From an optimization exercise on the open Yosys and OpenROAD flow, aimed at small area and a short achievable clock period; shortcuts taken in it are not production practice.
At most, simulation tests tie the RTL to the original design; equivalence was not proved.
No activity file was given, so power comes from the tool's default toggle rates.

==> inputs of 07-14 <==
// top
module top(clk,reset,a1,a2,a3,b1,b2,b3,c1,c2,c3,c4,c5,c6,c7,c8,c9);
 input wire clk,reset;
 input wire [7:0] a1,a2,a3,b1,b2,b3;
 output wire [16:0] c1,c2,c3,c4,c5,c6,c7,c8,c9;
 reg [7:0] a01n,a02n,a11n,a12n,a21n,a22n,b10n,b11n,b12n,b20n,b21n,b22n;
 reg [16:0] acc1,acc2,acc3,acc4,acc5,acc6,acc7,acc8,acc9;
 wire [16:0] n1,n2,n3,n4,n5,n6,n7,n8,n9;
 wire rst_n = ~reset;
 wire [7:0] a1g, a2g, a3g, b1g, b2g, b3g;
 nand8 g1 (a1, rst_n, a1g);
 nand8 g2 (a2, rst_n, a2g);
 nand8 g3 (a3, rst_n, a3g);
 nand8 g4 (b1, rst_n, b1g);
 nand8 g5 (b2, rst_n, b2g);
 nand8 g6 (b3, rst_n, b3g);
 wire [7:0] a1n = ~a1, a2n = ~a2, a3n = ~a3, b1n = ~b1, b2n = ~b2, b3n = ~b3;
 mac_in  m1 (.an(a1n),  .bn(b1n),  .acc(acc1), .reset(reset), .nxt(n1));
 mac_in  m2 (.an(a01n), .bn(b2n),  .acc(acc2), .reset(reset), .nxt(n2));
 mac_in  m3 (.an(a02n), .bn(b3n),  .acc(acc3), .reset(reset), .nxt(n3));
 mac_in  m4 (.an(a2n),  .bn(b10n), .acc(acc4), .reset(reset), .nxt(n4));
 mac_reg m5 (.an(a11n), .bn(b11n), .acc(acc5), .reset(reset), .nxt(n5));
 mac_reg m6 (.an(a12n), .bn(b12n), .acc(acc6), .reset(reset), .nxt(n6));
 mac_in  m7 (.an(a3n),  .bn(b20n), .acc(acc7), .reset(reset), .nxt(n7));
 mac_reg m8 (.an(a21n), .bn(b21n), .acc(acc8), .reset(reset), .nxt(n8));
 mac_reg m9 (.an(a22n), .bn(b22n), .acc(acc9), .reset(reset), .nxt(n9));
 always @(posedge clk) begin
    if (reset) begin
      a02n <= 8'hff; a12n <= 8'hff; a22n <= 8'hff;
      b20n <= 8'hff; b21n <= 8'hff; b22n <= 8'hff;
    end
    else begin
      a02n <= a01n; a12n <= a11n; a22n <= a21n;
      b20n <= b10n; b21n <= b11n; b22n <= b12n;
    end
    a01n <= a1g; a11n <= a2g; a21n <= a3g; b10n <= b1g; b11n <= b2g; b12n <= b3g;
    acc1 <= n1; acc2 <= n2; acc3 <= n3; acc4 <= n4; acc5 <= n5;
    acc6 <= n6; acc7 <= n7; acc8 <= n8; acc9 <= n9;
 end
 assign c1 = acc1; assign c2 = acc2; assign c3 = acc3;
 assign c4 = acc4; assign c5 = acc5; assign c6 = acc6;
 assign c7 = acc7; assign c8 = acc8; assign c9 = acc9;
endmodule
==> module top, before the edit <==
module top(clk,reset,a1,a2,a3,b1,b2,b3,c1,c2,c3,c4,c5,c6,c7,c8,c9);
 input wire clk,reset;
 input wire [7:0] a1,a2,a3,b1,b2,b3;
 output wire [16:0] c1,c2,c3,c4,c5,c6,c7,c8,c9;
 reg [7:0] a01n,a02n,a11n,a12n,a21n,a22n,b10n,b11n,b12n,b20n,b21n,b22n;
 reg [16:0] acc1,acc2,acc3,acc4,acc5,acc6,acc7,acc8,acc9;
 wire [16:0] n1,n2,n3,n4,n5,n6,n7,n8,n9;
 wire rst_n = ~reset;
 wire [7:0] a1g, a2g, a3g, b1g, b2g, b3g;
 nand8 g1 (a1, rst_n, a1g);
 nand8 g2 (a2, rst_n, a2g);
 nand8 g3 (a3, rst_n, a3g);
 nand8 g4 (b1, rst_n, b1g);
 nand8 g5 (b2, rst_n, b2g);
 nand8 g6 (b3, rst_n, b3g);
 wire [7:0] a1n = ~a1, a2n = ~a2, a3n = ~a3, b1n = ~b1, b2n = ~b2, b3n = ~b3;
 mac_in  m1 (.an(a1n),  .bn(b1n),  .acc(acc1), .reset(reset), .nxt(n1));
 mac_in  m2 (.an(a01n), .bn(b2n),  .acc(acc2), .reset(reset), .nxt(n2));
 mac_in  m3 (.an(a02n), .bn(b3n),  .acc(acc3), .reset(reset), .nxt(n3));
 mac_in  m4 (.an(a2n),  .bn(b10n), .acc(acc4), .reset(reset), .nxt(n4));
 mac_reg m5 (.an(a11n), .bn(b11n), .acc(acc5), .reset(reset), .nxt(n5));
 mac_reg m6 (.an(a12n), .bn(b12n), .acc(acc6), .reset(reset), .nxt(n6));
 mac_in  m7 (.an(a3n),  .bn(b20n), .acc(acc7), .reset(reset), .nxt(n7));
 mac_reg m8 (.an(a21n), .bn(b21n), .acc(acc8), .reset(reset), .nxt(n8));
 mac_reg m9 (.an(a22n), .bn(b22n), .acc(acc9), .reset(reset), .nxt(n9));
 always @(posedge clk) begin
    if (reset) begin
      a02n <= 8'hff; a12n <= 8'hff; a22n <= 8'hff;
      b20n <= 8'hff; b21n <= 8'hff; b22n <= 8'hff;
    end
    else begin
      a02n <= a01n; a12n <= a11n; a22n <= a21n;
      b20n <= b10n; b21n <= b11n; b22n <= b12n;
    end
    a01n <= a1g; a11n <= a2g; a21n <= a3g; b10n <= b1g; b11n <= b2g; b12n <= b3g;
    acc1 <= n1; acc2 <= n2; acc3 <= n3; acc4 <= n4; acc5 <= n5;
    acc6 <= n6; acc7 <= n7; acc8 <= n8; acc9 <= n9;
 end
 assign c1 = acc1; assign c2 = acc2; assign c3 = acc3;
 assign c4 = acc4; assign c5 = acc5; assign c6 = acc6;
 assign c7 = acc7; assign c8 = acc8; assign c9 = acc9;
endmodule
==> module nand8, before the edit <==
module nand8(input wire [7:0] x, input wire e, output wire [7:0] y);
  assign y = ~(x & {8{e}});
endmodule
==> flow/config.mk <==
export PLATFORM = sky130hd
export DESIGN_NAME = top
export DESIGN_NICKNAME = top
export VERILOG_FILES = /design/flow/design.v
export SDC_FILE = /design/flow/constraint.sdc
export NUM_CORES = 4
export LEC_CHECK = 0
export CAP_MARGIN = 20
export CORE_MARGIN = 2
export CORE_UTILIZATION = 40
export SETUP_SLACK_MARGIN = 1.85
export SLEW_MARGIN = 20
export SYNTH_HIERARCHICAL = 1
==> flow/constraint.sdc <==
create_clock -name core_clock -period 6.0 [get_ports {clk}]
set_input_delay 1.2000 -clock core_clock [delete_from_list [all_inputs] [get_ports {clk}]]
set_output_delay 1.2000 -clock core_clock [all_outputs]
set_load 0.01 [all_outputs]
standard.sh (not shown) runs the stock make flow with config.mk's settings and CLKGATE_MAP_FILE= SYNTH_SCRIPT=/design/flow/synth_recipe.tcl, a recipe that flattens the netlist after the stock synthesis.
==> flow/flow/run.sh <==
#!/bin/bash
# Standard ORFS layout with buf_1 port buffers (input ones then upsized) and
# no CTS dummy loads.
set -euo pipefail
export BUFFER_PORTS_ARGS="-buffer_cell sky130_fd_sc_hd__buf_1"
export POST_GLOBAL_PLACE_TCL="$(pwd)/flow/post_gpl.tcl"
export CTS_ARGS="-sink_clustering_enable -repair_clock_nets -dont_use_dummy_load -buf_list sky130_fd_sc_hd__clkbuf_8"
export SETUP_MOVE_SEQUENCE="sizeup,swap"
bash standard.sh > standard_flow.log 2>&1
==> flow/flow/post_gpl.tcl <==
# Port buffers are inserted as buf_1; the input ones each drive a PE's partial
# products, so they get a stronger buffer, and so do the inverters they drive.
foreach inst [get_cells input*] {
  replace_cell $inst sky130_fd_sc_hd__buf_4
  foreach pin [get_pins -of_objects [get_nets -of_objects [get_pins [get_full_name $inst]/X]] -filter "direction == input"] {
    set c [get_cells -of_objects $pin]
    if {[get_property $c ref_name] == "sky130_fd_sc_hd__inv_1"} {
      replace_cell $c sky130_fd_sc_hd__inv_4
    }
  }
}
==> 10-07 (differences from 07-14) <==
--- a/flow/design.v
+++ b/flow/design.v
@@ -431,139 +431,139 @@
   wire pp7_4 = ~an[7] & ~bn[4];
   wire pp7_5 = ~an[7] & ~bn[5];
   wire pp7_6 = ~an[7] & ~bn[6];
   wire pp7_7 = ~an[7] & ~bn[7];
   wire s1, c1;
-  ha us1 (acc[5], pp0_5, s1, c1);
+  ha us1 (pp0_5, pp1_4, s1, c1);
   wire s2, c2;
-  fa us2 (acc[6], pp0_6, pp1_5, s2, c2);
+  fa us2 (pp0_6, pp1_5, pp2_4, s2, c2);
   wire s3, c3;
-  hax us3 (pp2_4, pp3_3, s3, c3);
+  ha us3 (pp3_3, pp4_2, s3, c3);
   wire s4, c4;
-  fa us4 (acc[7], pp0_7, pp1_6, s4, c4);
+  fa us4 (pp0_7, pp1_6, pp2_5, s4, c4);
   wire s5, c5;
-  fa us5 (pp2_5, pp3_4, pp4_3, s5, c5);
+  fa us5 (pp3_4, pp4_3, pp5_2, s5, c5);
   wire s6, c6;
-  hax us6 (pp5_2, pp6_1, s6, c6);
+  ha us6 (pp6_1, pp7_0, s6, c6);
   wire s7, c7;
-  fa us7 (acc[8], pp1_7, pp2_6, s7, c7);
+  fa us7 (pp1_7, pp2_6, pp3_5, s7, c7);
   wire s8, c8;
-  fa us8 (pp3_5, pp4_4, pp5_3, s8, c8);
+  fa us8 (pp4_4, pp5_3, pp6_2, s8, c8);
   wire s9, c9;
-  ha us9 (pp6_2, pp7_1, s9, c9);
+  ha us9 (pp7_1, acc[8], s9, c9);
   wire s10, c10;
-  fa us10 (acc[9], pp2_7, pp3_6, s10, c10);
+  fa us10 (pp2_7, pp3_6, pp4_5, s10, c10);
   wire s11, c11;
-  fa us11 (pp4_5, pp5_4, pp6_3, s11, c11);
+  fa us11 (pp5_4, pp6_3, pp7_2, s11, c11);
   wire s12, c12;
-  fa us12 (acc[10], pp3_7, pp4_6, s12, c12);
+  fa us12 (pp3_7, pp4_6, pp5_5, s12, c12);
   wire s13, c13;
-  ha us13 (acc[3], pp0_3, s13, c13);
+  ha us13 (pp0_3, pp1_2, s13, c13);
   wire s14, c14;
-  fa us14 (acc[4], pp0_4, pp1_3, s14, c14);
+  fa us14 (pp0_4, pp1_3, pp2_2, s14, c14);
   wire s15, c15;
-  ha us15 (pp2_2, pp3_1, s15, c15);
+  ha us15 (pp3_1, pp4_0, s15, c15);
   wire s16, c16;
-  fa us16 (pp1_4, pp2_3, pp3_2, s16, c16);
+  fa us16 (pp2_3, pp3_2, pp4_1, s16, c16);
   wire s17, c17;
-  fa us17 (pp4_1, pp5_0, s1, s17, c17);
+  fa us17 (pp5_0, acc[5], s1, s17, c17);
   wire s18, c18;
-  fa us18 (pp4_2, pp5_1, pp6_0, s18, c18);
+  fa us18 (pp5_1, pp6_0, c1, s18, c18);
   wire s19, c19;
-  fax us19 (c1, s3, s2, s19, c19);
+  fa us19 (acc[6], s3, s2, s19, c19);
   wire s20, c20;
-  fa us20 (pp7_0, c3, s6, s20, c20);
+  fa us20 (c3, acc[7], s6, s20, c20);
   wire s21, c21;
   fa us21 (c2, s4, s5, s21, c21);
   wire s22, c22;
-  fax us22 (c6, s9, c4, s22, c22);
+  fa us22 (c6, c4, c5, s22, c22);
   wire s23, c23;
-  fa us23 (c5, s7, s8, s23, c23);
+  fa us23 (s9, s7, s8, s23, c23);
   wire s24, c24;
-  fax us24 (pp7_2, c9, c7, s24, c24);
+  fa us24 (acc[9], c9, c7, s24, c24);
   wire s25, c25;
   fa us25 (c8, s10, s11, s25, c25);
   wire s26, c26;
-  fa us26 (pp5_5, pp6_4, pp7_3, s26, c26);
+  fa us26 (pp6_4, pp7_3, acc[10], s26, c26);
   wire s27, c27;
   fa us27 (c10, c11, s12, s27, c27);
   wire s28, c28;
-  fa us28 (acc[11], pp4_7, pp5_6, s28, c28);
+  fa us28 (pp4_7, pp5_6, pp6_5, s28, c28);
   wire s29, c29;
-  fax us29 (pp6_5, pp7_4, c12, s29, c29);
+  fa us29 (pp7_4, acc[11], c12, s29, c29);
   wire s30, c30;
-  fa us30 (acc[12], pp5_7, pp6_6, s30, c30);
+  fa us30 (pp5_7, pp6_6, pp7_5, s30, c30);
   wire s31, c31;
-  ha us31 (acc[2], pp0_2, s31, c31);
+  ha us31 (pp0_2, pp1_1, s31, c31);
   wire s32, c32;
-  fa us32 (pp1_2, pp2_1, pp3_0, s32, c32);
+  fa us32 (pp2_1, pp3_0, acc[3], s32, c32);
   wire s33, c33;
-  fa us33 (pp4_0, c13, s15, s33, c33);
+  fa us33 (c13, acc[4], s15, s33, c33);
   wire s34, c34;
   fa us34 (c15, c14, s16, s34, c34);
   wire s35, c35;
-  fa us35 (c16, c17, s18, s35, c35);
+  fa us35 (c16, s18, c17, s35, c35);
   wire s36, c36;
-  fa us36 (c18, s20, c19, s36, c36);
+  fa us36 (c18, c19, s20, s36, c36);
   wire s37, c37;
-  fax us37 (c20, s22, c21, s37, c37);
+  fa us37 (c20, s22, c21, s37, c37);
   wire s38, c38;
-  fax us38 (s24, c22, c23, s38, c38);
+  fa us38 (s24, c22, c23, s38, c38);
   wire s39, c39;
-  fax us39 (s26, c24, s27, s39, c39);
+  fa us39 (s26, c24, s27, s39, c39);
   wire s40, c40;
   fa us40 (c26, s28, s29, s40, c40);
   wire s41, c41;
-  fa us41 (pp7_5, c28, s30, s41, c41);
+  fa us41 (acc[12], c28, s30, s41, c41);
   wire s42, c42;
-  fa us42 (acc[13], pp6_7, pp7_6, s42, c42);
+  fa us42 (pp6_7, pp7_6, acc[13], s42, c42);
   wire s43, c43;
-  ha us43 (acc[1], pp0_1, s43, c43);
+  ha us43 (pp0_1, pp1_0, s43, c43);
   wire s44, c44;
-  fa us44 (pp1_1, pp2_0, s31, s44, c44);
+  fa us44 (pp2_0, acc[2], s31, s44, c44);
   wire s45, c45;
   fa us45 (c31, s13, s32, s45, c45);
   wire s46, c46;
   fa us46 (c32, s14, s33, s46, c46);
   wire s47, c47;
-  fa us47 (s17, c33, s34, s47, c47);
+  fa us47 (c33, s17, s34, s47, c47);
   wire s48, c48;
   fa us48 (s19, c34, s35, s48, c48);
   wire s49, c49;
   fa us49 (c35, s21, s36, s49, c49);
   wire s50, c50;
   fa us50 (s23, c36, s37, s50, c50);
   wire s51, c51;
   fa us51 (s25, s38, c37, s51, c51);
   wire s52, c52;
-  fa us52 (c25, c38, s39, s52, c52);
+  fa us52 (c25, s39, c38, s52, c52);
   wire s53, c53;
   fa us53 (c27, s40, c39, s53, c53);
   wire s54, c54;
   fa us54 (c29, s41, c40, s54, c54);
   wire s55, c55;
   fa us55 (c30, s42, c41, s55, c55);
   wire s56, c56;
-  fa us56 (acc[14], pp7_7, c42, s56, c56);
+  fa us56 (pp7_7, acc[14], c42, s56, c56);
   wire rs0, rc1;
-  ha r0 (acc[0], pp0_0, rs0, rc1);
+  ha r0 (pp0_0, acc[0], rs0, rc1);
   assign nxt[0] = rs0 & ~reset;
   wire rs1, rc2;
-  fa r1 (pp1_0, s43, rc1, rs1, rc2);
+  fa r1 (acc[1], s43, rc1, rs1, rc2);
   assign nxt[1] = rs1 & ~reset;
   wire rs2, rc3;
   fa r2 (s44, c43, rc2, rs2, rc3);
   assign nxt[2] = rs2 & ~reset;
   wire rs3, rc4;
   fa r3 (s45, c44, rc3, rs3, rc4);
   assign nxt[3] = rs3 & ~reset;
   wire rs4, rc5;
   fa r4 (s46, c45, rc4, rs4, rc5);
   assign nxt[4] = rs4 & ~reset;
-  wire p5_5, g5_5;
-  x2 px5 (s47, c46, p5_5);
-  assign g5_5 = s47 & c46;
+  wire rs5, rc6;
+  fa r5 (s47, c46, rc5, rs5, rc6);
+  assign nxt[5] = rs5 & ~reset;
   wire p6_6, g6_6;
   x2 px6 (s48, c47, p6_6);
   assign g6_6 = s48 & c47;
   wire p7_7, g7_7;
   x2 px7 (s49, c48, p7_7);
@@ -590,13 +590,11 @@
   x2 px14 (s56, c55, p14_14);
   assign g14_14 = s56 & c55;
   wire p15_15, g15_15;
   x2 px15 (acc[15], c56, p15_15);
   assign g15_15 = acc[15] & c56;
-  wire g5_4 = g5_5 | (p5_5 & rc5);
-  wire g6_5 = g6_6 | (p6_6 & g5_5);
-  wire p6_5 = p6_6 & p5_5;
+  wire g6_5 = g6_6 | (p6_6 & rc6);
   wire g7_6 = g7_7 | (p7_7 & g6_6);
   wire p7_6 = p7_7 & p6_6;
   wire g8_7 = g8_8 | (p8_8 & g7_7);
   wire p8_7 = p8_8 & p7_7;
   wire g9_8 = g9_9 | (p9_9 & g8_8);
@@ -611,14 +609,12 @@
   wire p13_12 = p13_13 & p12_12;
   wire g14_13 = g14_14 | (p14_14 & g13_13);
   wire p14_13 = p14_14 & p13_13;
   wire g15_14 = g15_15 | (p15_15 & g14_14);
   wire p15_14 = p15_15 & p14_14;
-  wire g6_4 = g6_5 | (p6_5 & rc5);
-  wire g7_4 = g7_6 | (p7_6 & g5_4);
+  wire g7_5 = g7_6 | (p7_6 & rc6);
   wire g8_5 = g8_7 | (p8_7 & g6_5);
-  wire p8_5 = p8_7 & p6_5;
   wire g9_6 = g9_8 | (p9_8 & g7_6);
   wire p9_6 = p9_8 & p7_6;
   wire g10_7 = g10_9 | (p10_9 & g8_7);
   wire p10_7 = p10_9 & p8_7;
   wire g11_8 = g11_10 | (p11_10 & g9_8);
@@ -629,61 +625,55 @@
   wire p13_10 = p13_12 & p11_10;
   wire g14_11 = g14_13 | (p14_13 & g12_11);
   wire p14_11 = p14_13 & p12_11;
   wire g15_12 = g15_14 | (p15_14 & g13_12);
   wire p15_12 = p15_14 & p13_12;
-  wire g8_4 = g8_5 | (p8_5 & rc5);
-  wire g9_4 = g9_6 | (p9_6 & g5_4);
-  wire g10_4 = g10_7 | (p10_7 & g6_4);
-  wire g11_4 = g11_8 | (p11_8 & g7_4);
+  wire g9_5 = g9_6 | (p9_6 & rc6);
+  wire g10_5 = g10_7 | (p10_7 & g6_5);
+  wire g11_5 = g11_8 | (p11_8 & g7_5);
   wire g12_5 = g12_9 | (p12_9 & g8_5);
-  wire p12_5 = p12_9 & p8_5;
   wire g13_6 = g13_10 | (p13_10 & g9_6);
   wire p13_6 = p13_10 & p9_6;
   wire g14_7 = g14_11 | (p14_11 & g10_7);
   wire p14_7 = p14_11 & p10_7;
   wire g15_8 = g15_12 | (p15_12 & g11_8);
   wire p15_8 = p15_12 & p11_8;
-  wire g12_4 = g12_5 | (p12_5 & rc5);
-  wire g13_4 = g13_6 | (p13_6 & g5_4);
-  wire g14_4 = g14_7 | (p14_7 & g6_4);
-  wire g15_4 = g15_8 | (p15_8 & g7_4);
-  wire sn5;
-  xn2 sx5 (p5_5, rc5, sn5);
-  assign nxt[5] = ~(sn5 | reset);
+  wire g13_5 = g13_6 | (p13_6 & rc6);
+  wire g14_5 = g14_7 | (p14_7 & g6_5);
+  wire g15_5 = g15_8 | (p15_8 & g7_5);
   wire sn6;
-  xn2 sx6 (p6_6, g5_4, sn6);
+  xn2 sx6 (p6_6, rc6, sn6);
   assign nxt[6] = ~(sn6 | reset);
   wire sn7;
-  xn2 sx7 (p7_7, g6_4, sn7);
+  xn2 sx7 (p7_7, g6_5, sn7);
   assign nxt[7] = ~(sn7 | reset);
   wire sn8;
-  xn2 sx8 (p8_8, g7_4, sn8);
+  xn2 sx8 (p8_8, g7_5, sn8);
   assign nxt[8] = ~(sn8 | reset);
   wire sn9;
-  xn2 sx9 (p9_9, g8_4, sn9);
+  xn2 sx9 (p9_9, g8_5, sn9);
   assign nxt[9] = ~(sn9 | reset);
   wire sn10;
-  xn2 sx10 (p10_10, g9_4, sn10);
+  xn2 sx10 (p10_10, g9_5, sn10);
   assign nxt[10] = ~(sn10 | reset);
   wire sn11;
-  xn2 sx11 (p11_11, g10_4, sn11);
+  xn2 sx11 (p11_11, g10_5, sn11);
   assign nxt[11] = ~(sn11 | reset);
   wire sn12;
-  xn2 sx12 (p12_12, g11_4, sn12);
+  xn2 sx12 (p12_12, g11_5, sn12);
   assign nxt[12] = ~(sn12 | reset);
   wire sn13;
-  xn2 sx13 (p13_13, g12_4, sn13);
+  xn2 sx13 (p13_13, g12_5, sn13);
   assign nxt[13] = ~(sn13 | reset);
   wire sn14;
-  xn2 sx14 (p14_14, g13_4, sn14);
+  xn2 sx14 (p14_14, g13_5, sn14);
   assign nxt[14] = ~(sn14 | reset);
   wire sn15;
-  xn2 sx15 (p15_15, g14_4, sn15);
+  xn2 sx15 (p15_15, g14_5, sn15);
   assign nxt[15] = ~(sn15 | reset);
   wire sn16;
-  xn2 sx16 (acc[16], g15_4, sn16);
+  xn2 sx16 (acc[16], g15_5, sn16);
   assign nxt[16] = ~(sn16 | reset);
 endmodule
 module nand8(input wire [7:0] x, input wire e, output wire [7:0] y);
   assign y = ~(x & {8{e}});
 endmodule
==> 04-25 (differences from 07-14) <==
--- a/flow/design.v
+++ b/flow/design.v
@@ -3,18 +3,10 @@
  input wire [7:0] a1,a2,a3,b1,b2,b3;
  output wire [16:0] c1,c2,c3,c4,c5,c6,c7,c8,c9;
  reg [7:0] a01n,a02n,a11n,a12n,a21n,a22n,b10n,b11n,b12n,b20n,b21n,b22n;
  reg [16:0] acc1,acc2,acc3,acc4,acc5,acc6,acc7,acc8,acc9;
  wire [16:0] n1,n2,n3,n4,n5,n6,n7,n8,n9;
- wire rst_n = ~reset;
- wire [7:0] a1g, a2g, a3g, b1g, b2g, b3g;
- nand8 g1 (a1, rst_n, a1g);
- nand8 g2 (a2, rst_n, a2g);
- nand8 g3 (a3, rst_n, a3g);
- nand8 g4 (b1, rst_n, b1g);
- nand8 g5 (b2, rst_n, b2g);
- nand8 g6 (b3, rst_n, b3g);
  wire [7:0] a1n = ~a1, a2n = ~a2, a3n = ~a3, b1n = ~b1, b2n = ~b2, b3n = ~b3;
  mac_in  m1 (.an(a1n),  .bn(b1n),  .acc(acc1), .reset(reset), .nxt(n1));
  mac_in  m2 (.an(a01n), .bn(b2n),  .acc(acc2), .reset(reset), .nxt(n2));
  mac_in  m3 (.an(a02n), .bn(b3n),  .acc(acc3), .reset(reset), .nxt(n3));
  mac_in  m4 (.an(a2n),  .bn(b10n), .acc(acc4), .reset(reset), .nxt(n4));
@@ -23,18 +15,17 @@
  mac_in  m7 (.an(a3n),  .bn(b20n), .acc(acc7), .reset(reset), .nxt(n7));
  mac_reg m8 (.an(a21n), .bn(b21n), .acc(acc8), .reset(reset), .nxt(n8));
  mac_reg m9 (.an(a22n), .bn(b22n), .acc(acc9), .reset(reset), .nxt(n9));
  always @(posedge clk) begin
     if (reset) begin
-      a02n <= 8'hff; a12n <= 8'hff; a22n <= 8'hff;
-      b20n <= 8'hff; b21n <= 8'hff; b22n <= 8'hff;
+      a01n <= 8'hff; a02n <= 8'hff; a11n <= 8'hff; a12n <= 8'hff; a21n <= 8'hff; a22n <= 8'hff;
+      b10n <= 8'hff; b11n <= 8'hff; b12n <= 8'hff; b20n <= 8'hff; b21n <= 8'hff; b22n <= 8'hff;
     end
     else begin
-      a02n <= a01n; a12n <= a11n; a22n <= a21n;
-      b20n <= b10n; b21n <= b11n; b22n <= b12n;
+      a01n <= ~a1; a02n <= a01n; a11n <= ~a2; a12n <= a11n; a21n <= ~a3; a22n <= a21n;
+      b10n <= ~b1; b20n <= b10n; b11n <= ~b2; b21n <= b11n; b12n <= ~b3; b22n <= b12n;
     end
-    a01n <= a1g; a11n <= a2g; a21n <= a3g; b10n <= b1g; b11n <= b2g; b12n <= b3g;
     acc1 <= n1; acc2 <= n2; acc3 <= n3; acc4 <= n4; acc5 <= n5;
     acc6 <= n6; acc7 <= n7; acc8 <= n8; acc9 <= n9;
  end
  assign c1 = acc1; assign c2 = acc2; assign c3 = acc3;
  assign c4 = acc4; assign c5 = acc5; assign c6 = acc6;
@@ -682,13 +673,10 @@
   assign nxt[15] = ~(sn15 | reset);
   wire sn16;
   xn2 sx16 (acc[16], g15_4, sn16);
   assign nxt[16] = ~(sn16 | reset);
 endmodule
-module nand8(input wire [7:0] x, input wire e, output wire [7:0] y);
-  assign y = ~(x & {8{e}});
-endmodule
 module fa(input wire x, input wire y, input wire z, output wire s, output wire c);
   assign s = x ^ y ^ z;
   assign c = (x & y) | (z & (x ^ y));
 endmodule
 module fax(input wire x, input wire y, input wire z, output wire s, output wire c);
==> flow/flow/run.sh (replaced) <==
#!/bin/bash
# Standard ORFS layout with buf_1 port buffers (input ones then upsized) and
# no CTS dummy loads.
set -euo pipefail
export BUFFER_PORTS_ARGS="-buffer_cell sky130_fd_sc_hd__buf_1"
export POST_GLOBAL_PLACE_TCL="$(pwd)/flow/post_gpl.tcl"
export CTS_ARGS="-sink_clustering_enable -repair_clock_nets -dont_use_dummy_load -buf_list sky130_fd_sc_hd__clkbuf_8"
bash standard.sh > standard_flow.log 2>&1
==> flow/flow/post_gpl.tcl (replaced) <==
# Port buffers are inserted as buf_1; the input ones each drive a PE's partial
# products, so they get a stronger buffer, and so do the inverters they drive.
foreach inst [get_cells input*] {
  replace_cell $inst sky130_fd_sc_hd__buf_4
  foreach pin [get_pins -of_objects [get_nets -of_objects [get_pins $inst/X]] -filter "direction == input"] {
    set c [get_cells -of_objects $pin]
    if {[get_property $c ref_name] == "sky130_fd_sc_hd__inv_1"} {
      replace_cell $c sky130_fd_sc_hd__inv_4
    }
  }
}
SETUP_SLACK_MARGIN = not set   (was 1.85)
==> run summary <==
wire per inst=18.6 um; status=timing/DRC/antenna clean; worst path buffer plus inverter count=2; Seq/total area=0.182; highest clock rate=0.245 GHz; Synth Area in Adders=0.278; Multi-input gate area=19600 um^2; Core Util, Final=0.450; RR Endpoint=acc9[16]$_DFF_P_
Source of the figures above: 07-14

==> run summary <==
status=timing/DRC/antenna clean; Synth Area in Adders=0.315; worst path buffer plus inverter count=0; Seq/total area=0.186; highest clock rate=0.241 GHz; wire per inst=18.9 um; Multi-input gate area=19700 um^2; Worst path depth=12; Core Util, Final=0.464; RR Endpoint=acc8[16]$_DFF_P_; Int Pwr=4960 uW
Source of the figures above: 10-07

==> run summary <==
layout cells sized above 1=0.0515; highest clock rate=0.232 GHz; Synth Area in Adders=0.277; Multi-input gate area=19000 um^2; Core Util, Final=0.439; wire per inst=17.9 um; worst path buffer plus inverter count=2; status=timing/DRC/antenna clean; Seq/total area=0.185
Source of the figures above: 04-25

No functional check of the RTL was part of 07-14 and 10-07.

[afterwards: timing with drivers on the ports]
In the flow no input, the clock included, has a driving cell. The finished layouts below were timed again as built, in two steps.
Step 1: set_driving_cell puts a clkbuf_16 on clk and a buf_2 on each other input, an assumption about the parent block.
Step 2, shift: input delay + t, output delay - t, t = (earliest + latest rising clock arrival at the registers) / 2. This alone moves slack from input paths to output paths.
Three values: ideal, step 1, step 2; two values: the first two.
run | t (ns) | slack for setup (ns) | slew at the worst register clock pin (ns) | worst slew at a driven data input, ns
07-14 | 0.681 | 1.921 / 1.951 / 1.270 | 0.06 / 0.06 | 0.09
10-07 | 0.669 | 1.846 / 1.846 / 1.314 | 0.06 / 0.06 | 0.08
04-25 | 0.689 | 1.688 / 1.716 / 1.027 | 0.06 / 0.06 | 0.10
After both steps every run listed still meets setup and hold. The setup slack of 04-25, which loses most, moves by +0.028 ns with the drivers and by -0.661 ns with both steps.
